This design comes from an exercise in tuning for small area, a short achievable clock period and few clock cycles on the open sky130 flow, not from production work.
The RTL was checked by simulation tests, not by an equivalence proof against the original design.
Power figures rest on the tool's default switching activity, not on a simulated workload.

// top
module top(
	input clk, rst_n,
	output [5:0] mem_raddr,
	input [31:0] mem_rdata,
	output mem_we,
	output [5:0] mem_waddr,
	output [31:0] mem_wdata
);
localparam NB = 4;               
reg [5:0]  raddr_q;      
reg        ra_fetch;     
reg [5:0]  npc;          
reg        fvalid;       
reg [5:0]  fpc;          
reg        fhit;         
reg [NB-1:0] bv;
reg [5:0]  btag [0:NB-1];
reg [5:0]  btgt [0:NB-1];
reg [1:0]  brr;          
reg        svalid;
reg [31:0] sk_word;
reg [5:0]  spc;
reg        sredir;
reg        dvalid;
reg [31:0] ir;
reg [31:0] dsel_a, dsel_b;
reg        fa_q, fb_q;   
reg [31:0] rv;           
reg [5:0]  dpc;
reg        dredir;       
reg        dpend;        
reg [5:0]  dtgt;         
reg        evalid;
reg        e_add, e_lw, e_sw, e_bgtz, e_j, e_pred;
reg [31:0] e_a, e_b;
reg [5:0]  e_maddr;
reg [4:0]  e_dest;
reg [5:0]  e_pc, e_tgt;
reg        we_q;         
reg        lwb;          
reg        kill;         
integer i;
wire       f_redir;
wire [5:0] f_tgt;
pc pd(.word(mem_rdata), .wpc(fpc), .redir(f_redir), .tgt(f_tgt));
wire       s_redir_unused;
wire [5:0] s_tgt;
pc pds(.word(sk_word), .wpc(spc), .redir(s_redir_unused), .tgt(s_tgt));
wire f_isb = mem_rdata[31:26] == 6'b000111;
wire [31:0] sum;
wire        gtz;
alu alu_1(.alu_a(e_a), .alu_b(e_b), .alu_out(sum), .gtz(gtz));
wire e_go = evalid & ~kill;
wire e_lw0 = e_go & e_lw;           
wire        rf_we = (e_go & e_add) | lwb;
wire [31:0] rf_wd = lwb ? mem_rdata : sum;
wire d_add, d_addi, d_lw, d_sw, d_bgtz;
cu dec(.op(ir[31:26]), .is_add(d_add), .is_addi(d_addi), .is_lw(d_lw),
       .is_sw(d_sw), .is_bgtz(d_bgtz));
wire d_j = ir[31:26] == 6'b000010;
wire [4:0] rs = ir[25:21];
wire [4:0] rt = ir[20:16];
wire [31:0] r1, r2;
reg_file register(
	.clk(clk),
	.r1_sel(dsel_a), .r2_sel(dsel_b),
	.r3_addr(e_dest), .r3_din(rf_wd), .r3_wr(rf_we),
	.r1_dout(r1), .r2_dout(r2)
);
wire [31:0] simm;
sign_extend se(.imm(ir[15:0]), .ext(simm));
wire fwd_a = fa_q;
wire fwd_b = fb_q;
wire [31:0] opa = fwd_a ? rf_wd : r1;
wire [31:0] opb = d_addi ? simm : fwd_b ? rf_wd : r2;
  ...
Size in the first run: ~1,400 flip-flops, about 79 I/O pins.
Settings: LEC_CHECK=0, ABC_CLOCK_PERIOD_IN_PS=3000, CAP_MARGIN=20, CORE_MARGIN=2, CORE_UTILIZATION=25, PLACE_DENSITY=0.45, SETUP_SLACK_MARGIN=5, SLEW_MARGIN=20; clock period 10.0 ns.
standard.sh (not shown) runs the stock make flow with config.mk's settings and CLKGATE_MAP_FILE= SYNTH_SCRIPT=/design/flow/synth_recipe.tcl, a recipe that flattens the netlist after the stock synthesis.
==> flow/flow/run.sh <==
#!/bin/bash
set -euo pipefail
bash standard.sh synth > synth.log 2>&1
bash standard.sh SETUP_SLACK_MARGIN=6.8 \
  "BUFFER_PORTS_ARGS=-buffer_cell sky130_fd_sc_hd__buf_4" \
  "CTS_ARGS=-sink_clustering_enable -repair_clock_nets -dont_use_dummy_load -sink_clustering_size 20 -sink_clustering_max_diameter 120" \
  finish > layout.log 2>&1
Testbench counts at the start, summed over its fixed seeds: cycles 18,334.
Next try:
==> flow/flow/run.sh (replaced) <==
#!/bin/bash
set -euo pipefail
bash standard.sh synth > synth.log 2>&1
bash standard.sh SETUP_SLACK_MARGIN=6.8 \
  "CTS_ARGS=-sink_clustering_enable -repair_clock_nets -dont_use_dummy_load" \
  finish > layout.log 2>&1
The new run completed without violations.
Power is higher by 6.9%.
Utilization is higher by 0.99 points.
Final cell count is higher by 1.7%.
Wire length is higher by 1.7%.
Cell area is higher by 3.3%.
Die area is unchanged.
Clock skew is lower by 0.018 ns.

[afterwards: timing with drivers on the ports]
How much do the figures lean on ideal ports? The routed layouts below were timed once more, with nothing changed but the port constraints. Step 1: set_driving_cell puts a clkbuf_16 on clk and a buf_2 on each other input, an assumption about the parent block. Step 2 times the ports against the registers' clock, not the clock port: input delays grow and output delays shrink by t, the midpoint of the rising clock arrivals with the driver on. Three values: no drivers, after step 1, after step 2; two values: the first two.
run | t (ns) | setup WS [ns] | hold WS [ns] | worst setup path after step 2 | worst register clock-pin slew, ns
the first run | 0.821 | 6.559 / 6.559 / 5.906 | 0.349 / 0.349 / 0.349 | input to register | 0.10 / 0.10
the second run | 0.884 | 6.673 / 6.570 / 5.879 | 0.348 / 0.348 / 0.348 | input to register | 0.07 / 0.07
After both steps setup and hold are still met in every run listed. The setup slack of the second run, which loses most, moves by -0.103 ns with the drivers and by -0.794 ns with both steps.
